Background: an optimization exercise with open tools, aiming at small area. Do not read the settings as production practice.
In this exercise RTL edits were held to simulation tests only and were not proved equivalent to the original.
No activity file was given, so power comes from the tool's default toggle rates.

==> flow/design.v (outline; a module is shown in full before it is edited, if it fits) <==
// module hispi_rx: 171 lines
// module hispi_rx_log: 1119 lines
module hispi_rx(
	input [47:0] data_in,
	output [63:0] data_out,
	output data_valid,
	output frame_start,
	input clk,
	input rst
);
  // ...
==> flow/flow/run.sh <==
#!/bin/bash
# Layout flow: the standard flow (standard.sh) with these changes:
#  - synthesis: ABC maps the logic with area-oriented scripts (flow/abc*.script)
#    instead of ORFS's abc_area.script, and Yosys's extract_fa is skipped.
#    The synthesis is run once per script and the one with the smallest cell
#    area is kept. Registers come out exactly as in the standard synthesis
#    (ABC only maps the logic between them).
#  - CTS: no dummy loads, clkbuf_8 clock buffers;
#  - port buffers: every input and output port still gets a buffer,
#    sky130_fd_sc_hd__buf_1.
# Each tool's output goes to a log file in this folder (and ORFS's own logs
# under orfs*/logs).
set -euo pipefail
W=$(pwd)
cp config.mk own_config.mk
cat >> own_config.mk <<'MK'
export CTS_ARGS = -sink_clustering_enable -repair_clock_nets -dont_use_dummy_load -buf_list sky130_fd_sc_hd__clkbuf_8
export BUFFER_PORTS_ARGS = -buffer_cell sky130_fd_sc_hd__buf_1
MK
# own_synth_<n>.tcl: synth_recipe.tcl with ABC script <n> and no extract_fa
mk_synth() {
  cat > "$W/own_synth_$1.tcl" <<TCL
proc abc {args} {
  set i [lsearch -exact \$args -script]
  if { \$i >= 0 } { lset args [expr {\$i + 1}] $W/flow/abc$1.script }
  yosys abc {*}\$args
}
proc extract_fa {args} { puts "extract_fa skipped" }
source $W/synth_recipe.tcl
TCL
}
# own_standard_<n>.sh: standard.sh with that synthesis, in work home $2
mk_std() {
  sed -e "s#SYNTH_SCRIPT=[^ ]*#SYNTH_SCRIPT=$W/own_synth_$1.tcl#" \
      -e "s#DESIGN_CONFIG=[^ ]*#DESIGN_CONFIG=$W/own_config.mk#" \
      -e "s#WORK_HOME=[^ ]*#WORK_HOME=$2#" standard.sh > "own_standard_$1.sh"
  grep -q "SYNTH_SCRIPT=$W/own_synth_$1.tcl" "own_standard_$1.sh"
  grep -q "WORK_HOME=$2 " "own_standard_$1.sh"
}
best=""; best_area=""
for f in flow/abc*.script; do
  n=$(basename "$f" .script); n=${n#abc}
  mk_synth "$n"
  mk_std "$n" "$W/orfs_try$n"
  bash "own_standard_$n.sh" synth > "synth_try$n.log" 2>&1 &
done
wait
for f in flow/abc*.script; do
  n=$(basename "$f" .script); n=${n#abc}
  st="$W/orfs_try$n/reports/sky130hd/hispi_rx/base/synth_stat.txt"
  a=$(grep -m1 "Chip area for module" "$st" | awk '{print $NF}') || continue
  echo "script $n: area $a" >> synth_choice.log
  if [[ -z "$best" ]] || awk -v a="$a" -v b="$best_area" 'BEGIN{exit !(a < b)}'; then
    best=$n; best_area=$a
  fi
done
echo "chosen: script $best ($best_area)" >> synth_choice.log
mk_std "$best" "$W/orfs"
cp "own_standard_$best.sh" own_standard.sh
bash own_standard.sh synth > synth.log 2>&1
bash own_standard.sh finish > finish.log 2>&1
test -f out/final.def
==> flow/flow/abc1.script <==
strash
ifraig
dc2
dch
amap
==> flow/flow/abc2.script <==
strash
dc2
dc2
dch
amap
==> flow/flow/abc3.script <==
strash
dc2
dch
amap
==> flow/flow/abc4.script <==
strash
dch
amap
==> flow/flow/abc5.script <==
strash
dc2
dch
amap
strash
dc2
dch
amap
==> flow/flow/abc6.script <==
strash
&get -n
&dch -f
&nf -R 1000 -p -a
&put
==> flow/flow/abc7.script <==
strash
ifraig
dc2
dch
amap
mfs3 -ae
==> flow/flow/abc8.script <==
strash
dch
amap
mfs3 -ae
==> flow/flow/abc9.script <==
strash
dc2
dc2
dch
amap
mfs3 -ae
==> flow/standard.sh <==
#!/bin/bash
# synth_recipe.tcl (not shown) runs the flow's synth.tcl, then flattens the netlist and writes it again
# the make line also repeats each setting of config.mk as NAME=value (left out here)
make -C /OpenROAD-flow-scripts/flow DESIGN_CONFIG=/design/flow/config.mk WORK_HOME=/design/flow/orfs CLKGATE_MAP_FILE= SYNTH_SCRIPT=/design/flow/synth_recipe.tcl "${@:-finish}"
==> flow/config.mk <==
export PLATFORM = sky130hd
export DESIGN_NAME = hispi_rx
export DESIGN_NICKNAME = hispi_rx
export VERILOG_FILES = /design/flow/design.v
export SDC_FILE = /design/flow/constraint.sdc
export NUM_CORES = 4
export LEC_CHECK = 0
export ABC_AREA = 1
export CAP_MARGIN = 20
export CORE_MARGIN = 2
export CORE_UTILIZATION = 40
export GPL_TIMING_DRIVEN = 0
export SLEW_MARGIN = 20
export SYNTH_MEMORY_MAX_BITS = 131072
==> flow/constraint.sdc <==
create_clock -name core_clock -period 10.0 [get_ports {clk}]
set_input_delay 2.0000 -clock core_clock [delete_from_list [all_inputs] [get_ports {clk}]]
set_output_delay 2.0000 -clock core_clock [all_outputs]
set_load 0.01 [all_outputs]
==> impl_summary.txt, run 1 <==
----------------------------------------------------
[STA]
  Worst-Margin Slew ... between 1000 and 1500 ps
  Setup TNS ... 0 ps

[Place]
  DP Worst Slack ... 0.2442 ps

[Run]
  Maximum Capacitance Violations ... 0

[Global routing]
  Global-route wire length before repair ... roughly 130000 microns
  Antenna violations before repair ... 2
  Most congested layer reported by global routing ... met2
  Vias in the first global route ... 21.89k

[Worst setup path]
  Destination of the critical timing path ... data_out[40]
  Crit Reg-Reg Endpoint ... h[8]
  Startpoint of the worst register-to-register path ... wo1[1]
  Path length in cells of the critical path ... 26
  Critical Path Sink Type ... output port

[Layout]
  Number of nets in the layout ... 2955
  Sequential share of cell area ... 27.37%
  Synth-to-layout area growth ... 14.57%
  Multi-input gate share of the layout cell area ... between 50% and 60%
  Finished layout cell area ... between 20000 and 25000 sq um
  Clock buf/inv share ... about 3.2%
  Final cell count without fillers ... 3504
  Post-layout util ... 46.62%

[Synth]
  Parity-gate share of the synthesized area counting xor and xnor cells ... 0.2361%
  Post-synthesis cell type count ... 61
  Multiplexer area fraction after synthesis ... less than 1%
  Adder and majority cell fraction of the synthesized area ... 0%
  Area share of the largest cell type after synthesis ... 31.30%
  Top area cells in the synthesized netlist ... sky130_fd_sc_hd__dfxtp_1 31%, sky130_fd_sc_hd__nor2_1 14%, sky130_fd_sc_hd__clkinv_1 4.7%, sky130_fd_sc_hd__nor3_1 4.3%, sky130_fd_sc_hd__a222oi_1 4.2%
  Synth Area in Compound Gates ... 31.71%
  Synthesis-stage register bit count ... 290
  Dominant combinational cell family by area after synthesis ... simple AND/OR/NAND/NOR gates

[Power and ir drop]
  Part of the power in registers ... 45.0%
  Power Sequential ... 1.24 mW
  Internal Pwr Total ... about 1.8 mW
  Clk pwr ... 0.847 mW
  Sum of internal, switching and leakage power ... 2.758 mW

[Die]
  Initial cell density of the core ... 40.69%

[Clock tree]
  Post-CTS Repair Setup Buffers ... 1
  CTS root buf ... sky130_fd_sc_hd__clkbuf_8
  Hold bufs inserted after CTS ... 0

[Routing]
  Top Layer Used ... met5
  Met2 routed WL ... 37140 microns
  Overall routed net length ... ~84000 microns

[Run status]
  Status ... finished clean

----------------------------------------------------
==> inputs of run 2 (changes only) <==
--- a/flow/config.mk
+++ b/flow/config.mk
@@ -9,6 +9,5 @@
 export CAP_MARGIN = 20
 export CORE_MARGIN = 2
 export CORE_UTILIZATION = 40
-export GPL_TIMING_DRIVEN = 0
 export SLEW_MARGIN = 20
 export SYNTH_MEMORY_MAX_BITS = 131072
==> impl_summary.txt, run 2 <==
----------------------------------------------------
[Die]
  Number of cell rows ... 78 (unchanged)
  Overall die width ... 219.3 microns (unchanged)
  Die height ... 219.3 microns (unchanged)
  Core area ... 45580 sq um (unchanged)
  Initial cell density of the core ... 40.69% (unchanged)
  Top-Level Pins ... 116 (unchanged)
  Die Outline Area ... 48110 sq um (unchanged)

[STA]
  Post-route minimum period ... 9501 ps (was 9609 ps)
  Highest clock frequency the design can meet ... 105.3 MHz (was 104.1 MHz)
  Max-slew violation total from the final report ... 0 (unchanged)
  Fin Clk Skew ... 77.48 ps (was 98.67 ps)
  Setup TNS ... 0 ps (unchanged)
  Final setup vio count ... 0 (unchanged)
  Number of hold-slack violations in the final timing report ... 0 (unchanged)
  Final worst path period share ... 95.01% (was 96.09%)
  Setup WS post-layout ... 498.8 ps (was 390.8 ps)
  Slew Limit Headroom ... 33.61% (was 23.47%)
  Worst-Margin Slew ... 994.7 ps (was 1148 ps)
  RSZ-0062 raised after global routing ... false (unchanged)

[Clock tree]
  Buffer levels on the longest clock path ... 3 (unchanged)
  Number of CTS-inserted buffers ... 49 (unchanged)
  Clock slew seen by the registers of the worst setup and hold paths ... 60 ps (about the same)
  CTS root buf ... sky130_fd_sc_hd__clkbuf_8 (unchanged)
  Clk sink count ... 290 (unchanged)
  Clock latency reported for the late side of the worst-skew pair ... 630 ps (about the same)
  TritonCTS clock tree ... yes (unchanged)
  H-tree Lvls ... 2 (unchanged)

[Routing]
  Routed wirelength normalized by instance count ... 24.77 microns (was 23.86 microns)
  Via total after detailed routing ... 24.13k (was 23.24k)
  Overall routed net length ... 89150 microns (was 83610 microns)
  Initial DRC count ... 3857 (was 3382)
  Post-detailed-route DRC marker count ... 0 (unchanged)
  Remaining antenna violation count ... 0 (unchanged)
  Count of TritonRoute iterations in the first routing pass ... 10 (unchanged)
  Routed vias/inst ... 6.705 (was 6.632)

[Worst setup path]
  Worst setup path startpoint ... wo2[1] (was wo1[1])
  Worst EP required ... 8000 ps (about the same)
  Data arrival time of the worst path ... 7500 ps (was 7610 ps)
  Startpoint of the worst register-to-register path ... wo2[1] (was wo1[1])
  Crit Path Max Fanout ... 24 (was 23)
  CP startpoint kind ... flop (unchanged)
  Buffers and inverters on the worst path ... 4 (was 5)
  Maximum single-stage delay on the critical path ... 620 ps (was 700 ps)
  Critical Path Sink Type ... output port (unchanged)
  Classification of the worst setup path ... reg2out (unchanged)
  Cell family with the largest share of critical-path delay ... compound AO/OA/AOI/OAI gates (unchanged)
  Crit path max-delay cell type ... sky130_fd_sc_hd__a222oi_1 (was sky130_fd_sc_hd__clkinv_1)

[Layout]
  Regs by FF count ... ns1: 48 flops, ns2: 48 flops, ns3: 48 flops (unchanged)
  Post-layout util ... 47.09% (was 46.62%)
  Synth-to-layout area growth ... 15.73% (was 14.57%)
  Most common library cell in the layout ignoring fill and taps ... sky130_fd_sc_hd__nor2_1 (unchanged)
  Leading cell types in the layout, fill and taps excluded ... 688 x sky130_fd_sc_hd__nor2_1, 287 x sky130_fd_sc_hd__dfxtp_1, 230 x sky130_fd_sc_hd__clkinv_1, 188 x sky130_fd_sc_hd__nand2_1, 159 x sky130_fd_sc_hd__nor3_1 (was 672 x sky130_fd_sc_hd__nor2_1, 286 x sky130_fd_sc_hd__dfxtp_1, 217 x sky130_fd_sc_hd__clkinv_1, 187 x sky130_fd_sc_hd__nand2_1, 158 x sky130_fd_sc_hd__nor3_1)
  Final cell count without fillers ... 3599 (was 3504)
  Layout cell share with drive strength beyond 1 ... 6.536% (was 5.959%)
  Number of nets in the layout ... 3051 (was 2955)
  N_diodes ... 0 (was 1)
  Finished layout cell area ... 21460 sq um (was 21250 sq um)

[Synth]
  Primary flip-flop cell chosen by synthesis mapping ... sky130_fd_sc_hd__dfxtp_1 (unchanged)
  Synth Area in Compound Gates ... 31.71% (unchanged)
  Avg Cell Area, Syn ... 6.869 sq um (unchanged)
  Most frequent cell after synthesis ... sky130_fd_sc_hd__nor2_1 (unchanged)
  Most common library cells after synthesis ... 689 x sky130_fd_sc_hd__nor2_1, 290 x sky130_fd_sc_hd__dfxtp_1, 232 x sky130_fd_sc_hd__clkinv_1, 188 x sky130_fd_sc_hd__nand2_1, 161 x sky130_fd_sc_hd__nor3_1 (unchanged)
  Multiplexer area fraction after synthesis ... 0.06072% (unchanged)
  Cell count after synthesis ... 2700 (unchanged)
  Sequential fraction of the synthesis area ... 31.30% (unchanged)
  Dominant combinational cell family by area after synthesis ... simple AND/OR/NAND/NOR gates (unchanged)
  Synth Area in Simple Gates ... 31.97% (unchanged)
  Total number of yosys warnings ... 1 (unchanged)
  Post-synth top area cell ... sky130_fd_sc_hd__dfxtp_1 (unchanged)
  Top area cells in the synthesized netlist ... sky130_fd_sc_hd__dfxtp_1 31%, sky130_fd_sc_hd__nor2_1 14%, sky130_fd_sc_hd__clkinv_1 4.7%, sky130_fd_sc_hd__nor3_1 4.3%, sky130_fd_sc_hd__a222oi_1 4.2% (unchanged)
  Parity-gate share of the synthesized area counting xor and xnor cells ... 0.2361% (unchanged)
  Area share of the largest cell type after synthesis ... 31.30% (unchanged)
  Combined area of all synthesized cells ... 18550 sq um (unchanged)
  Adder and majority cell fraction of the synthesized area ... 0% (unchanged)
  Post-synthesis cell type count ... 61 (unchanged)
  Number of flops mapped to enable cells by yosys ... 0 (unchanged)
  Synthesis-stage register bit count ... 290 (unchanged)
  Share of flip-flops with an asynchronous set or reset ... 0% (unchanged)

[Place]
  Placed wire-length estimate ... 67810 microns (was 63270 microns)
  Number of placed instances, taps included ... 3545 (was 3432)
  Count of buffers from port buffering ... 115 (unchanged)
  DP Worst Slack ... 973.1 ps (was 0.2442 ps)
  Post-DP Area ... 20730 sq um (was 20120 sq um)
  Final weighted congestion in routability-driven placement ... 1.077 (was 1.040)

[Power and ir drop]
  Cell area power density ... 131.2 nW/um^2 (was 129.8 nW/um^2)
  Maximum resistive drop on vdd ... 0.0001556 V (was 0.00009941 V)
  Leak pwr ... 7.381 nW (was 7.016 nW)

[Run status]
  Status ... finished clean (unchanged)

[Global routing]
  Overall overflow remaining after global route ... 0 (unchanged)
  Vias in the first global route ... 22.90k (was 21.89k)
  Maximum number of pins on one net before global-route repair ... 42 (was 37)
  Antenna violations before repair ... 0 (was 2)
  GR Util All Layers ... 36.12% (was 33.71%)
  Global-route wire length before repair ... 135200 microns (was 127200 microns)

[Worst hold path]
  Min-Delay Startpoint ... ns1[23] (was ns1[25])
  Hold Crit Class ... reg2reg (unchanged)

[Run]
  Maximum Capacitance Violations ... 0 (unchanged)

----------------------------------------------------
## run 2: cell counts after synthesis
Identical to the previous run, type by type.
## run 2: cell families after synthesis
family,after synthesis
buffers and inverters,232
other,1
XOR/XNOR,5
AND/OR/NAND/NOR,1331
multiplexers,1
AO/OA/AOI/OAI,840
flip-flops,290
## run 2: worst paths after layout
path	end	slack, ps	cells after the start
worst max-delay path	data_out[48]	500	29
worst min-delay path	ns1[11]	320	0
worst max register to register	h[16]	3140	28
worst min register to register	ns1[11]	320	0
## run 2: repair_timing
item                       CTS  global route
gates resized for setup      0             7
hold endpoints to repair     0             0
setup endpoints to repair    0             8
setup buffers                0             5
hold buffers                 0             0
## run 2: per-stage QoR
stage	hold WS, ps	power (mW)
floorplan	323.5	1.658
global placement	337.5	1.947
detailed placement	331.8	1.932
CTS	317.6	2.799
global route	333.8	2.929
finish	324.4	2.816
## run 2: area by class of cell
cell class,instances,area [sq um]
Inverter,232,878.3
Sequential cell,290,5809
Multi-Input combinational cell,2179,11910
Timing Repair Buffer,249,1439
Fill cell,4736,24110
Tap cell,600,750.7
Clock buffer,49,674.4
## run 2: per-layer routing
layer  track usage, %  vias up  wire (microns)
met2            58.16     1881           39530
met4            21.44        0            6363
met3            7.734      521            9841
li1                 -    10685               -
met1            44.25    11043           33410
met5                0        -               0
## run 2: power by group
part	total (mW)	leakage (nW)	switching, mW	internal (mW)
Clock	0.864	0.352	0.435	0.429
Combinational	0.704	4.62	0.483	0.222
Sequential	1.25	2.41	0.0442	1.20
==> inputs of run 3 (changes only) <==
--- a/flow/flow/run.sh
+++ b/flow/flow/run.sh
@@ -5,7 +5,7 @@
 #    The synthesis is run once per script and the one with the smallest cell
 #    area is kept. Registers come out exactly as in the standard synthesis
 #    (ABC only maps the logic between them).
-#  - CTS: no dummy loads, clkbuf_8 clock buffers;
+#  - CTS: no dummy loads, clkbuf_16 clock buffers, clusters of up to 20 sinks;
 #  - port buffers: every input and output port still gets a buffer,
 #    sky130_fd_sc_hd__buf_1.
 # Each tool's output goes to a log file in this folder (and ORFS's own logs
@@ -14,7 +14,7 @@
 W=$(pwd)
 cp config.mk own_config.mk
 cat >> own_config.mk <<'MK'
-export CTS_ARGS = -sink_clustering_enable -repair_clock_nets -dont_use_dummy_load -buf_list sky130_fd_sc_hd__clkbuf_8
+export CTS_ARGS = -sink_clustering_enable -repair_clock_nets -dont_use_dummy_load -buf_list sky130_fd_sc_hd__clkbuf_16 -sink_clustering_size 20 -sink_clustering_max_diameter 100
 export BUFFER_PORTS_ARGS = -buffer_cell sky130_fd_sc_hd__buf_1
 MK
 # own_synth_<n>.tcl: synth_recipe.tcl with ABC script <n> and no extract_fa
--- a/flow/config.mk
+++ b/flow/config.mk
@@ -9,5 +9,6 @@
 export CAP_MARGIN = 20
 export CORE_MARGIN = 2
 export CORE_UTILIZATION = 40
+export GPL_TIMING_DRIVEN = 0
 export SLEW_MARGIN = 20
 export SYNTH_MEMORY_MAX_BITS = 131072
==> impl_summary.txt, run 3 <==
----------------------------------------------------
[Place]
  Count of buffers from port buffering ... 115 (unchanged)
  Post-DP Area ... 20120 sq um (was 20730 sq um)
  Placed wire-length estimate ... 63270 microns (was 67810 microns)
  Number of placed instances, taps included ... 3432 (was 3545)
  Final weighted congestion in routability-driven placement ... 1.040 (was 1.077)

[Global routing]
  Vias in the first global route ... 21.60k (was 22.90k)
  Overall overflow remaining after global route ... 0 (unchanged)
  Global-route wire length before repair ... 126800 microns (was 135200 microns)
  GR Util All Layers ... 33.58% (was 36.12%)
  Antenna violations before repair ... 2 (was 0)
  Maximum number of pins on one net before global-route repair ... 37 (was 42)

[Worst setup path]
  Crit Reg-Reg Endpoint ... h[16] (unchanged)
  Most frequent cell on the critical path ... sky130_fd_sc_hd__nor2_1
  Crit path max-delay cell type ... sky130_fd_sc_hd__o22ai_2 (was sky130_fd_sc_hd__a222oi_1)
  Register-to-register setup slack ... 3130 ps (was 3140 ps)
  Startpoint of the worst register-to-register path ... wo2[1] (unchanged)
  Worst EP required ... 8000 ps (about the same)
  Classification of the worst setup path ... reg2out (unchanged)
  Critical Path Sink Type ... output port (unchanged)
  Register-to-Register Path Depth ... 25 (was 28)
  Crit Path Max Fanout ... 23 (was 24)
  CP startpoint kind ... flop (unchanged)
  Destination of the critical timing path ... data_out[40] (was data_out[48])
  Maximum single-stage delay on the critical path ... 700 ps (was 620 ps)
  Worst setup path startpoint ... wo1[1] (was wo2[1])
  Cell family with the largest share of critical-path delay ... compound AO/OA/AOI/OAI gates (unchanged)
  Path length in cells of the critical path ... 28 (was 29)
  Buffers and inverters on the worst path ... 6 (was 4)
  Data arrival time of the worst path ... 7520 ps (was 7500 ps)

[Die]
  Initial cell density of the core ... 40.69% (unchanged)
  Overall die width ... 219.3 microns (unchanged)
  Core area ... 45580 sq um (unchanged)
  Number of cell rows ... 78 (unchanged)
  Top-Level Pins ... 116 (unchanged)
  Die height ... 219.3 microns (unchanged)
  Die Outline Area ... 48110 sq um (unchanged)

[Routing]
  Via total after detailed routing ... 23.07k (was 24.13k)
  Count of TritonRoute iterations in the first routing pass ... 9 (was 10)
  Initial DRC count ... 3532 (was 3857)
  Overall routed net length ... 83710 microns (was 89150 microns)
  Routed wirelength normalized by instance count ... 24.21 microns (was 24.77 microns)
  Routed vias/inst ... 6.670 (was 6.705)
  Post-detailed-route DRC marker count ... 0 (unchanged)
  Remaining antenna violation count ... 0 (unchanged)

[Synth]
  Synth Area in Compound Gates ... 31.71% (unchanged)
  Post-synth top area cell ... sky130_fd_sc_hd__dfxtp_1 (unchanged)
  Most frequent cell after synthesis ... sky130_fd_sc_hd__nor2_1 (unchanged)
  Sequential fraction of the synthesis area ... 31.30% (unchanged)
  Share of flip-flops with an asynchronous set or reset ... 0% (unchanged)
  Cell count after synthesis ... 2700 (unchanged)
  Avg Cell Area, Syn ... 6.869 sq um (unchanged)
  Combined area of all synthesized cells ... 18550 sq um (unchanged)
  Parity-gate share of the synthesized area counting xor and xnor cells ... 0.2361% (unchanged)
  Adder and majority cell fraction of the synthesized area ... 0% (unchanged)
  Area share of the largest cell type after synthesis ... 31.30% (unchanged)
  Synth Area in Simple Gates ... 31.97% (unchanged)
  Number of flops mapped to enable cells by yosys ... 0 (unchanged)
  Synthesis-stage register bit count ... 290 (unchanged)
  Dominant combinational cell family by area after synthesis ... simple AND/OR/NAND/NOR gates (unchanged)
  Primary flip-flop cell chosen by synthesis mapping ... sky130_fd_sc_hd__dfxtp_1 (unchanged)
  Top area cells in the synthesized netlist ... sky130_fd_sc_hd__dfxtp_1 31%, sky130_fd_sc_hd__nor2_1 14%, sky130_fd_sc_hd__clkinv_1 4.7%, sky130_fd_sc_hd__nor3_1 4.3%, sky130_fd_sc_hd__a222oi_1 4.2% (unchanged)
  Total number of yosys warnings ... 1 (unchanged)
  Most common library cells after synthesis ... 689 x sky130_fd_sc_hd__nor2_1, 290 x sky130_fd_sc_hd__dfxtp_1, 232 x sky130_fd_sc_hd__clkinv_1, 188 x sky130_fd_sc_hd__nand2_1, 161 x sky130_fd_sc_hd__nor3_1 (unchanged)
  Multiplexer area fraction after synthesis ... 0.06072% (unchanged)
  Post-synthesis cell type count ... 61 (unchanged)

[Layout]
  Final cell count without fillers ... 3458 (was 3599)
  Most common library cell in the layout ignoring fill and taps ... sky130_fd_sc_hd__nor2_1 (unchanged)
  Regs by FF count ... ns1: 48 flops, ns2: 48 flops, ns3: 48 flops (unchanged)
  Layout cell share with drive strength beyond 1 ... 4.304% (was 6.536%)
  Leading cell types in the layout, fill and taps excluded ... 676 x sky130_fd_sc_hd__nor2_1, 286 x sky130_fd_sc_hd__dfxtp_1, 218 x sky130_fd_sc_hd__clkinv_1, 187 x sky130_fd_sc_hd__nand2_1, 158 x sky130_fd_sc_hd__nor3_1 (was 688 x sky130_fd_sc_hd__nor2_1, 287 x sky130_fd_sc_hd__dfxtp_1, 230 x sky130_fd_sc_hd__clkinv_1, 188 x sky130_fd_sc_hd__nand2_1, 159 x sky130_fd_sc_hd__nor3_1)
  N_diodes ... 0 (unchanged)
  Count of filler cells inserted in the layout ... 4703 (was 4736)
  Finished layout cell area ... 20910 sq um (was 21460 sq um)
  Number of nets in the layout ... 2910 (was 3051)
  Synth-to-layout area growth ... 12.75% (was 15.73%)

[STA]
  Number of hold-slack violations in the final timing report ... 0 (unchanged)
  RSZ-0062 raised after global routing ... false (unchanged)
  Final worst path period share ... 95.25% (was 95.01%)
  Max-slew violation total from the final report ... 0 (unchanged)
  Fin Clk Skew ... 28.85 ps (was 77.48 ps)
  Slew Limit Headroom ... 22.10% (was 33.61%)
  Highest clock frequency the design can meet ... 105.0 MHz (was 105.3 MHz)
  Setup TNS ... 0 ps (unchanged)
  Worst-Margin Slew ... 1169 ps (was 994.7 ps)
  Post-route minimum period ... 9525 ps (was 9501 ps)
  Final setup vio count ... 0 (unchanged)

[Run]
  Maximum Capacitance Violations ... 0 (unchanged)

[Worst hold path]
  Worst hold path cell count ... 0 (unchanged)
  Hold Crit Class ... reg2reg (unchanged)

[Power and ir drop]
  Part of the power in registers ... 47.0% (was 44.3%)
  Internal Pwr Total ... 1.732 mW (was 1.854 mW)
  Maximum resistive drop on vdd ... 0.0001185 V (was 0.0001556 V)
  Switching fraction of total power ... 34.19% (was 34.16%)
  Net switching component of the power ... 0.8999 mW (was 0.9618 mW)
  Clock network fraction of design power ... 27.6% (was 30.7%)
  Leak pwr ... 6.830 nW (was 7.381 nW)
  Cell area power density ... 125.9 nW/um^2 (was 131.2 nW/um^2)
  Combinational group share of total power ... 25.4% (was 25.0%)

[Run status]
  Status ... finished clean (unchanged)

[Clock tree]
  Number of CTS-inserted buffers ... 19 (was 49)
  Clock latency reported for the late side of the worst-skew pair ... 550 ps (was 630 ps)
  Clk sink count ... 290 (unchanged)
  H-tree Lvls ... 1 (was 2)
  Hold bufs inserted after CTS ... 0 (unchanged)
  TritonCTS clock tree ... yes (unchanged)
  CTS root buf ... sky130_fd_sc_hd__clkbuf_16 (was sky130_fd_sc_hd__clkbuf_8)
  Clock slew seen by the registers of the worst setup and hold paths ... 90 ps (was 60 ps)
  Buffer levels on the longest clock path ... 3 (unchanged)

----------------------------------------------------
==> run 3: cell types whose count changed in the layout (fill, tap and decap cells not counted), sizes merged <==
cell      change
clkinv       -10
buf         -111
clkbuf       -31
clkinvlp     +11
==> run 3: stage by stage <==
step | setup WS (ps) | hold WS, ps | utilization (%) | power [mW]
2_1_floorplan | 1912 | 323.5 | - | 1.658
3_3_place_gp | -1388 | 336.0 | 43.30 | 1.888
4_1_cts | 43.95 | 340.7 | 45.28 | 2.606
6_report | 475.3 | 347.4 | 45.88 | 2.632
3_5_place_dp | 0.2442 | 339.7 | 44.14 | 1.886
5_1_grt | 8.229 | 343.9 | 45.88 | 2.734
==> run 3: how the worst min path moves through the flow <==
stage                     startpoint  endpoint
after floorplan              ns0[47]   ns0[35]
after global placement       ns3[23]   ns3[11]
after detailed placement     ns3[47]   ns3[35]
after CTS                    ns1[15]    ns1[3]
after global routing         ns1[15]    ns1[3]
final                        ns1[15]    ns1[3]
==> run 3: cell families after synthesis <==
logic type / count (synthesis)
other: 1
multiplexers: 1
AO/OA/AOI/OAI: 840
flip-flops: 290
AND/OR/NAND/NOR: 1331
buffers and inverters: 232
XOR/XNOR: 5
==> run 3: area by class of cell <==
cell class | instances | area [sq um] | share of cell area, %
sequential | 290 | 5818 | 27.82
clock buffer | 19 | 475.5 | 2.274
tap | 600 | 750.7 | 3.590
multi-input combinational | 2179 | 12260 | 58.61
timing repair inverter | 1 | 5.005 | 0.02393
timing repair buffer | 137 | 686.9 | 3.285
inverter | 232 | 918.4 | 4.392
==> run 3: timing repair <==
item	4_1_cts	5_1_grt
pin swaps	2	8
endpoints found under the hold margin	0	0
setup buffers	1	5
resized for setup	12	56
endpoints found under the setup margin	10	11
gates cloned	0	1
==> run 3: power by group through the flow <==
stage	Sequential, mW	Combinational [mW]	Clock, mW
2_1_floorplan	1.25	0.405	0
3_3_place_gp	1.26	0.626	0
3_5_place_dp	1.26	0.621	0
4_1_cts	1.24	0.626	0.743
5_1_grt	1.24	0.711	0.778
6_report	1.24	0.667	0.727
==> run 3: layer usage <==
layer,vias up,part of all wire (%),GRT usage [%]
li1,10427,-,-
met1,10644,39,42.59
met2,1608,45,54.44
met3,384,9.9,6.126
met4,2,6.1,17.00
met5,-,0.013,0
==> module hispi_rx, before the edit <==
module hispi_rx(
	input [47:0] data_in,
	output [63:0] data_out,
	output data_valid,
	output frame_start,
	input clk,
	input rst
);
wire [11:0] nw0, nw1, nw2, nw3;
genvar k;
generate for (k = 0; k < 12; k = k + 1) begin : g_split
	assign nw0[k] = data_in[4*k+0];
	assign nw1[k] = data_in[4*k+1];
	assign nw2[k] = data_in[4*k+2];
	assign nw3[k] = data_in[4*k+3];
end endgenerate
reg [47:12] ns0;
reg [47:0] ns1, ns2, ns3;
wire [59:12] d0 = ~{nw0, ns0};
wire [59:0] d1 = ~{nw1, ns1};
wire [59:0] d2 = ~{nw2, ns2};
wire [59:0] d3 = ~{nw3, ns3};
function [4:0] match_hi;
	input [59:24] d;
	reg [48:36] zs;    
	reg [35:24] suf;   
	reg [46:36] pre;   
	reg [11:0] m;
	integer k;
	begin
		zs[48] = ~|d[59:48];
		for (k = 47; k >= 36; k = k - 1) zs[k] = zs[k+1] & ~d[k];
		suf[35] = d[35];
		for (k = 34; k >= 24; k = k - 1) suf[k] = suf[k+1] & d[k];
		pre[36] = d[36];
		for (k = 37; k <= 46; k = k + 1) pre[k] = pre[k-1] & d[k];
		m[0] = suf[24] & zs[36];
		for (k = 1; k < 12; k = k + 1) m[k] = suf[24+k] & pre[35+k] & zs[36+k];
		match_hi = {|m, m[8] | m[9] | m[10] | m[11], m[4] | m[5] | m[6] | m[7],
			m[2] | m[3] | m[6] | m[7] | m[10] | m[11], m[1] | m[3] | m[5] | m[7] | m[9] | m[11]};
	end
endfunction
function zero_prefix;
	input [11:0] w;
	input [3:0] b;
	integer j;
	begin
		zero_prefix = 1'b1;
		for (j = 0; j < 12; j = j + 1)
			if (j < b && w[j]) zero_prefix = 1'b0;
	end
endfunction
reg [1:0] post_rst;
function [4:0] match_now;
	input [59:24] d;
	input [1:0] pr;
	begin
		if (pr[0]) match_now = {~|d[59:48], 4'd0};
		else if (pr[1]) match_now = 5'd0;
		else match_now = match_hi(d);
	end
endfunction
wire [4:0] g2_0 = match_now(d0[59:24], post_rst);
wire [4:0] g2_1 = match_now(d1[59:24], post_rst);
wire [4:0] g2_2 = match_now(d2[59:24], post_rst);
wire [4:0] g2_3 = match_now(d3[59:24], post_rst);
reg [4:0] r2_0, r2_1, r2_2, r2_3;    
reg [4:0] r1_0, r1_1, r1_2, r1_3;    
wire [4:0] g1_0 = {r2_0[4] & zero_prefix(d0[59:48], r2_0[3:0]), r2_0[3:0]};
wire [4:0] g1_1 = {r2_1[4] & zero_prefix(d1[59:48], r2_1[3:0]), r2_1[3:0]};
wire [4:0] g1_2 = {r2_2[4] & zero_prefix(d2[59:48], r2_2[3:0]), r2_2[3:0]};
wire [4:0] g1_3 = {r2_3[4] & zero_prefix(d3[59:48], r2_3[3:0]), r2_3[3:0]};
wire [4:0] g0_0 = r1_0, g0_1 = r1_1, g0_2 = r1_2, g0_3 = r1_3;
reg [3:0] bo0, bo1, bo2, bo3;
reg [1:0] wo1, wo2, wo3;
reg al1, al2, al3;
wire eq0 = ((({4{g1_0[4]}} & g1_0[3:0]) | ({4{g2_0[4]}} & g2_0[3:0])) == bo0);
wire a0 = g1_0[4] & eq0;
wire s0 = g2_0[4] & eq0;
wire [3:0] gb1 = ({4{g0_1[4]}} & g0_1[3:0]) | ({4{g1_1[4]}} & g1_1[3:0]) | ({4{g2_1[4]}} & g2_1[3:0]);
wire [3:0] gb2 = ({4{g0_2[4]}} & g0_2[3:0]) | ({4{g1_2[4]}} & g1_2[3:0]) | ({4{g2_2[4]}} & g2_2[3:0]);
wire [3:0] gb3 = ({4{g0_3[4]}} & g0_3[3:0]) | ({4{g1_3[4]}} & g1_3[3:0]) | ({4{g2_3[4]}} & g2_3[3:0]);
reg [3:0] state;
reg ffs;
reg [4:0] pc;
reg [31:0] h;
reg hfs;
wire in_pix = (state == 4'd8);
wire [14:0] sh0a = (bo0[3:2] == 2'd0) ? d0[26:12] : (bo0[3:2] == 2'd1) ? d0[30:16] : d0[34:20];
wire [11:0] px0 = sh0a[bo0[1:0] +: 12];
wire [11:0] code = px0;
function [11:0] pick;
	input [46:0] d;
	input [1:0] wo;
	input [3:0] bo;
	reg [22:0] w;
	reg [14:0] s;
	begin
		w = (wo == 2'd0) ? d[22:0] : (wo == 2'd1) ? d[34:12] : d[46:24];
		s = (bo[3:2] == 2'd0) ? w[14:0] : (bo[3:2] == 2'd1) ? w[18:4] : w[22:8];
		pick = s[bo[1:0] +: 12];
	end
endfunction
wire [11:0] px1 = pick(d1[46:0], wo1, bo1);
wire [11:0] px2 = pick(d2[46:0], wo2, bo2);
wire [11:0] px3 = pick(d3[46:0], wo3, bo3);
wire [7:0] y0, y1, y2, y3;
hispi_rx_log lg0 (.x(px0), .y(y0));
hispi_rx_log lg1 (.x(px1), .y(y1));
hispi_rx_log lg2 (.x(px2), .y(y2));
hispi_rx_log lg3 (.x(px3), .y(y3));
wire [31:0] grp = in_pix ? {y3, y2, y1, y0} : 32'd0;
wire gfs = in_pix & ffs;
wire dv = in_pix | (pc != 5'd0);
assign data_out = {grp, h};
assign frame_start = gfs | hfs;
assign data_valid = pc[0];
always @(posedge clk) begin
	ns0 <= {nw0, ns0[47:24]};
	ns1 <= {nw1, ns1[47:12]};
	ns2 <= {nw2, ns2[47:12]};
	ns3 <= {nw3, ns3[47:12]};
	r2_0 <= g2_0; r2_1 <= g2_1; r2_2 <= g2_2; r2_3 <= g2_3;
	r1_0 <= g1_0; r1_1 <= g1_1; r1_2 <= g1_2; r1_3 <= g1_3;
	if (g0_0[4]) bo0 <= g0_0[3:0];
	if (g0_1[4]) bo1 <= g0_1[3:0];
	if (g0_2[4]) bo2 <= g0_2[3:0];
	if (g0_3[4]) bo3 <= g0_3[3:0];
	if (a0 && (g0_1[4] | g1_1[4] | g2_1[4]) && gb1 == bo1) begin wo1 <= {g2_1[4], g1_1[4]}; al1 <= 1'b1; end
	if (a0 && (g0_2[4] | g1_2[4] | g2_2[4]) && gb2 == bo2) begin wo2 <= {g2_2[4], g1_2[4]}; al2 <= 1'b1; end
	if (a0 && (g0_3[4] | g1_3[4] | g2_3[4]) && gb3 == bo3) begin wo3 <= {g2_3[4], g1_3[4]}; al3 <= 1'b1; end
	case (state)
		4'd0: if (al1 & al2 & al3) state <= 4'd1;
		4'd1: if (s0) state <= 4'd2;
		4'd2: state <= 4'd3;
		4'd3: state <= 4'd4;
		4'd4: state <= 4'd5;
		4'd5: begin
			case (code)
				12'h001: state <= 4'd8;
				12'h003: begin ffs <= 1'b1; state <= 4'd8; end
				12'h005, 12'h007: state <= 4'd6;
				12'h013: begin ffs <= 1'b1; state <= 4'd1; end
				default: state <= 4'd1;
			endcase
		end
		4'd6: state <= 4'd7;
		4'd7: state <= 4'd1;
		4'd8: begin
			ffs <= 1'b0;
			if (s0) state <= 4'd2;
		end
		default: if (al1 & al2 & al3) state <= 4'd1;
	endcase
	if (dv) pc <= pc + 5'd1;
	h <= grp;
	hfs <= gfs;
	post_rst <= {post_rst[0], 1'b0};
	if (rst) begin
		post_rst <= 2'b01;
		r2_0[4] <= 1'b0; r2_1[4] <= 1'b0; r2_2[4] <= 1'b0; r2_3[4] <= 1'b0;
		r1_0[4] <= 1'b0; r1_1[4] <= 1'b0; r1_2[4] <= 1'b0; r1_3[4] <= 1'b0;
		bo0 <= 4'd0; bo1 <= 4'd0; bo2 <= 4'd0; bo3 <= 4'd0;
		wo1 <= 2'd0; wo2 <= 2'd0; wo3 <= 2'd0;
		al1 <= 1'b0; al2 <= 1'b0; al3 <= 1'b0;
		state <= 4'd0;
		ffs <= 1'b0;
		pc <= 5'd0;
	end
end
endmodule
==> inputs of run 4 (changes only) <==
--- a/flow/design.v
+++ b/flow/design.v
@@ -72,8 +72,8 @@
 wire [4:0] g1_3 = {r2_3[4] & zero_prefix(d3[59:48], r2_3[3:0]), r2_3[3:0]};
 wire [4:0] g0_0 = r1_0, g0_1 = r1_1, g0_2 = r1_2, g0_3 = r1_3;
 reg [3:0] bo0, bo1, bo2, bo3;
-reg [1:0] wo1, wo2, wo3;
-reg al1, al2, al3;
+reg [1:0] wo1, wo2, wo3;    
+wire al1 = (wo1 != 2'd3), al2 = (wo2 != 2'd3), al3 = (wo3 != 2'd3);
 wire eq0 = ((({4{g1_0[4]}} & g1_0[3:0]) | ({4{g2_0[4]}} & g2_0[3:0])) == bo0);
 wire a0 = g1_0[4] & eq0;
 wire s0 = g2_0[4] & eq0;
@@ -126,9 +126,9 @@
 	if (g0_1[4]) bo1 <= g0_1[3:0];
 	if (g0_2[4]) bo2 <= g0_2[3:0];
 	if (g0_3[4]) bo3 <= g0_3[3:0];
-	if (a0 && (g0_1[4] | g1_1[4] | g2_1[4]) && gb1 == bo1) begin wo1 <= {g2_1[4], g1_1[4]}; al1 <= 1'b1; end
-	if (a0 && (g0_2[4] | g1_2[4] | g2_2[4]) && gb2 == bo2) begin wo2 <= {g2_2[4], g1_2[4]}; al2 <= 1'b1; end
-	if (a0 && (g0_3[4] | g1_3[4] | g2_3[4]) && gb3 == bo3) begin wo3 <= {g2_3[4], g1_3[4]}; al3 <= 1'b1; end
+	if (a0 && (g0_1[4] | g1_1[4] | g2_1[4]) && gb1 == bo1) wo1 <= {g2_1[4], g1_1[4]};
+	if (a0 && (g0_2[4] | g1_2[4] | g2_2[4]) && gb2 == bo2) wo2 <= {g2_2[4], g1_2[4]};
+	if (a0 && (g0_3[4] | g1_3[4] | g2_3[4]) && gb3 == bo3) wo3 <= {g2_3[4], g1_3[4]};
 	case (state)
 		4'd0: if (al1 & al2 & al3) state <= 4'd1;
 		4'd1: if (s0) state <= 4'd2;
@@ -161,8 +161,7 @@
 		r2_0[4] <= 1'b0; r2_1[4] <= 1'b0; r2_2[4] <= 1'b0; r2_3[4] <= 1'b0;
 		r1_0[4] <= 1'b0; r1_1[4] <= 1'b0; r1_2[4] <= 1'b0; r1_3[4] <= 1'b0;
 		bo0 <= 4'd0; bo1 <= 4'd0; bo2 <= 4'd0; bo3 <= 4'd0;
-		wo1 <= 2'd0; wo2 <= 2'd0; wo3 <= 2'd0;
-		al1 <= 1'b0; al2 <= 1'b0; al3 <= 1'b0;
+		wo1 <= 2'd3; wo2 <= 2'd3; wo3 <= 2'd3;
 		state <= 4'd0;
 		ffs <= 1'b0;
 		pc <= 5'd0;
==> impl_summary.txt, run 4 <==
----------------------------------------------------
[Synth]
  Avg Cell Area, Syn ... 6.951 sq um (was 6.869 sq um)
  Sequential fraction of the synthesis area ... 31.06% (was 31.30%)
  Total number of yosys warnings ... 1 (unchanged)
  Most common library cells after synthesis ... 639 x sky130_fd_sc_hd__nor2_1, 287 x sky130_fd_sc_hd__dfxtp_1, 236 x sky130_fd_sc_hd__clkinv_1, 188 x sky130_fd_sc_hd__nand2_1, 147 x sky130_fd_sc_hd__o21ai_0 (was 689 x sky130_fd_sc_hd__nor2_1, 290 x sky130_fd_sc_hd__dfxtp_1, 232 x sky130_fd_sc_hd__clkinv_1, 188 x sky130_fd_sc_hd__nand2_1, 161 x sky130_fd_sc_hd__nor3_1)
  Cell count after synthesis ... 2661 (was 2700)
  Post-synth top area cell ... sky130_fd_sc_hd__dfxtp_1 (unchanged)
  Most frequent cell after synthesis ... sky130_fd_sc_hd__nor2_1 (unchanged)
  Share of flip-flops with an asynchronous set or reset ... 0% (unchanged)
  Post-synthesis cell type count ... 56 (was 61)
  Top area cells in the synthesized netlist ... sky130_fd_sc_hd__dfxtp_1 31%, sky130_fd_sc_hd__nor2_1 13%, sky130_fd_sc_hd__clkinv_1 4.8%, sky130_fd_sc_hd__a222oi_1 4.3%, sky130_fd_sc_hd__o21ai_0 4.0% (was sky130_fd_sc_hd__dfxtp_1 31%, sky130_fd_sc_hd__nor2_1 14%, sky130_fd_sc_hd__clkinv_1 4.7%, sky130_fd_sc_hd__nor3_1 4.3%, sky130_fd_sc_hd__a222oi_1 4.2%)
  Combined area of all synthesized cells ... 18500 sq um (was 18550 sq um)
  Primary flip-flop cell chosen by synthesis mapping ... sky130_fd_sc_hd__dfxtp_1 (unchanged)
  Area share of the largest cell type after synthesis ... 31.06% (was 31.30%)
  Number of flops mapped to enable cells by yosys ... 0 (unchanged)
  Synthesis-stage register bit count ... 287 (was 290)

[Run status]
  Status ... finished clean (unchanged)

[Die]
  Top-Level Pins ... 116 (unchanged)
  Number of cell rows ... 78 (unchanged)
  Die height ... 219.0 microns (was 219.3 microns)
  Initial cell density of the core ... 40.67% (was 40.69%)
  Overall die width ... 219.0 microns (was 219.3 microns)
  Die Outline Area ... 47980 sq um (was 48110 sq um)
  Core area ... 45480 sq um (was 45580 sq um)

[STA]
  Number of hold-slack violations in the final timing report ... 0 (unchanged)
  Final worst path period share ... 96.48% (was 95.25%)
  Setup WS post-layout ... 352.4 ps (was 475.3 ps)
  RSZ-0062 raised after global routing ... false (unchanged)
  Fin Clk Skew ... 45.96 ps (was 28.85 ps)
  Worst-Margin Slew ... 1204 ps (was 1169 ps)
  WHS ... 351.3 ps (was 347.4 ps)
  Final setup vio count ... 0 (unchanged)
  Highest clock frequency the design can meet ... 103.7 MHz (was 105.0 MHz)
  Post-route minimum period ... 9648 ps (was 9525 ps)
  Slew Limit Headroom ... 19.72% (was 22.10%)
  Max-slew violation total from the final report ... 0 (unchanged)

[Layout]
  Count of filler cells inserted in the layout ... 4661 (was 4703)
  Layout cell share with drive strength beyond 1 ... 3.759% (was 4.304%)
  Most common library cell in the layout ignoring fill and taps ... sky130_fd_sc_hd__nor2_1 (unchanged)
  Finished layout cell area ... 20750 sq um (was 20910 sq um)
  Number of nets in the layout ... 2872 (was 2910)
  Area taken by multi-input logic gates ... 12170 sq um (was 12260 sq um)
  Leading cell types in the layout, fill and taps excluded ... 625 x sky130_fd_sc_hd__nor2_1, 284 x sky130_fd_sc_hd__dfxtp_1, 226 x sky130_fd_sc_hd__clkinv_1, 187 x sky130_fd_sc_hd__nand2_1, 141 x sky130_fd_sc_hd__o21ai_0 (was 676 x sky130_fd_sc_hd__nor2_1, 286 x sky130_fd_sc_hd__dfxtp_1, 218 x sky130_fd_sc_hd__clkinv_1, 187 x sky130_fd_sc_hd__nand2_1, 158 x sky130_fd_sc_hd__nor3_1)
  Area taken by flip-flops and latches ... 5752 sq um (was 5818 sq um)
  N_diodes ... 0 (unchanged)
  Regs by FF count ... ns1: 48 flops, ns2: 48 flops, ns3: 48 flops (unchanged)
  Synth-to-layout area growth ... 12.19% (was 12.75%)

[Worst setup path]
  Data arrival time of the worst path ... 7650 ps (was 7520 ps)
  Crit path max-delay cell type ... sky130_fd_sc_hd__clkinvlp_4 (was sky130_fd_sc_hd__o22ai_2)
  Classification of the worst setup path ... reg2out (unchanged)
  CP startpoint kind ... flop (unchanged)
  Worst EP required ... 8000 ps (about the same)
  Most frequent cell on the critical path ... sky130_fd_sc_hd__nor2_1 (unchanged)
  Crit Path Max Fanout ... 19 (was 23)
  Critical Path Sink Type ... output port (unchanged)
  Maximum single-stage delay on the critical path ... 650 ps (was 700 ps)

[Global routing]
  Met3 track demand over resource ... 5.364% (was 6.126%)
  GR Util All Layers ... 33.14% (was 33.58%)
  Overall overflow remaining after global route ... 0 (unchanged)
  Vias in the first global route ... 21.49k (was 21.60k)
  Maximum number of pins on one net before global-route repair ... 32 (was 37)
  Met2 layer usage reported by global route ... 53.98% (was 54.44%)
  Met1 track demand over resource ... 42.62% (was 42.59%)
  Most congested layer reported by global routing ... met2 (unchanged)
  Global-route wire length before repair ... 125100 microns (was 126800 microns)
  Antenna violations before repair ... 0 (was 2)

[Power and ir drop]
  Net switching component of the power ... 0.9622 mW (was 0.8999 mW)
  Cell area power density ... 131.9 nW/um^2 (was 125.9 nW/um^2)
  Maximum resistive drop on vdd ... 0.0001120 V (was 0.0001185 V)
  Clock network fraction of design power ... 26.5% (was 27.6%)
  Combinational group share of total power ... 27.5% (was 25.4%)
  Switching fraction of total power ... 35.14% (was 34.19%)
  Part of the power in registers ... 46.0% (was 47.0%)
  Internal Pwr Total ... 1.776 mW (was 1.732 mW)
  Leak pwr ... 6.768 nW (was 6.830 nW)

[Clock tree]
  Buffer levels on the longest clock path ... 3 (unchanged)
  TritonCTS clock tree ... yes (unchanged)
  Clk sink count ... 287 (was 290)
  Hold bufs inserted after CTS ... 0 (unchanged)
  H-tree Lvls ... 1 (unchanged)
  Clock slew seen by the registers of the worst setup and hold paths ... 80 ps (was 90 ps)
  CTS root buf ... sky130_fd_sc_hd__clkbuf_16 (unchanged)
  Clock latency reported for the late side of the worst-skew pair ... 560 ps (was 550 ps)
  Number of CTS-inserted buffers ... 19 (unchanged)

[Routing]
  Remaining antenna violation count ... 0 (unchanged)
  Via total after detailed routing ... 23.04k (was 23.07k)
  Post-detailed-route DRC marker count ... 0 (unchanged)
  Overall routed net length ... 82090 microns (was 83710 microns)
  Routed wirelength normalized by instance count ... 24.00 microns (was 24.21 microns)
  Routed vias/inst ... 6.736 (was 6.670)
  Count of TritonRoute iterations in the first routing pass ... 7 (was 9)
  Initial DRC count ... 3576 (was 3532)

[Place]
  Final weighted congestion in routability-driven placement ... 1.048 (was 1.040)
  Count of buffers from port buffering ... 115 (unchanged)
  Post-DP Area ... 20050 sq um (was 20120 sq um)
  DP Worst Slack ... 299.4 ps (was 0.2442 ps)
  Placed wire-length estimate ... 62420 microns (was 63270 microns)

[Run]
  Maximum Capacitance Violations ... 0 (unchanged)

[Worst hold path]
  Hold Crit Class ... reg2reg (unchanged)

----------------------------------------------------
==> run 4: cells by family after synthesis <==
group                     Yosys count  share of synthesized area [%]
DFF                               287                          31.06
and+or+nand+nor                  1276                          31.20
xor gates and xnor gates            7                         0.3314
buffers and inverters             236                          4.789
AOI/OAI and AO/OA                 855                          32.62
==> run 4: worst max-delay path: cells and delay by family (launching register included) <==
family                 cells  cell delay (ps)
AO/OA/AOI/OAI             12             3050
AND/OR/NAND/NOR           13             2030
buffers and inverters      4             1330
flip-flops                 1              550
XOR/XNOR                   1              100
==> run 4: repair_timing <==
item                       CTS  global route
gates cloned                 0             2
gates resized for setup      8            33
setup buffers                0             7
pin swaps                    0             3
setup endpoints to repair    4            13
==> run 4: through the flow <==
step	utilization [%]	total power [mW]	cells	setup TNS, ps
2_1_floorplan	-	1.727	2661	0
3_3_place_gp	43.27	1.998	3376	-27090
3_5_place_dp	44.09	1.998	3392	0
4_1_cts	45.19	2.715	3411	0
5_1_grt	45.63	2.858	3420	0
6_report	45.63	2.738	3420	0
==> run 4: worst paths after layout <==
check | depth (start not counted) | endpoint | startpoint | slack, ps
worst min register to register | 0 | r1_1[3] | r2_1[3] | 350
worst max-delay path | 30 | data_out[48] | wo2[0] | 350
worst max register to register | 29 | h[16] | wo2[0] | 2970
worst min-delay path | 0 | r1_1[3] | r2_1[3] | 350
==> run 4: area by class of cell <==
type                       count  area share, %
clock buffer                  19          2.291
timing repair buffer         138          3.292
multi-input combinational   2140          58.65
tap                          600          3.618
inverter                     236          4.437
sequential                   287          27.72
==> run 4: power by group through the flow <==
stage	clock, mW	combinational, mW	sequential [mW]
after floorplan	0	0.445	1.28
after global placement	0	0.717	1.28
after detailed placement	0	0.714	1.28
after CTS	0.740	0.717	1.26
after global routing	0.786	0.805	1.27
final	0.726	0.753	1.26
==> run 4: routing by layer <==
layer  vias to the layer above  routed length [microns]
met2                      1573                    36650
met4                         0                     4656
met5                         -                        0
met1                     10749                    32980
li1                      10360                        -
met3                       356                     7808

==> afterwards: timing with drivers on the ports <==
Ports are ideal in the flow. The routed layouts listed here were re-timed in OpenROAD. Step 1 assumes that a clkbuf_16 drives the clock port and a buf_2 every other input. Step 2, shift: input delay + t, output delay - t, t = (earliest + latest rising clock arrival at the registers) / 2. This alone moves slack from input paths to output paths. a / b / c = no drivers / after step 1 / after step 2; a / b = the first two.
run	t, ns	setup WS [ns]	clock arrival spread, ns
run 1	0.639	0.391 / 0.337 / 0.977	0.101 / 0.101
run 2	0.649	0.499 / 0.445 / 1.094	0.089 / 0.089
run 3	0.596	0.475 / 0.416 / 1.012	0.029 / 0.030
run 4	0.598	0.352 / 0.293 / 0.891	0.046 / 0.046
After both steps every run listed still meets setup and hold.
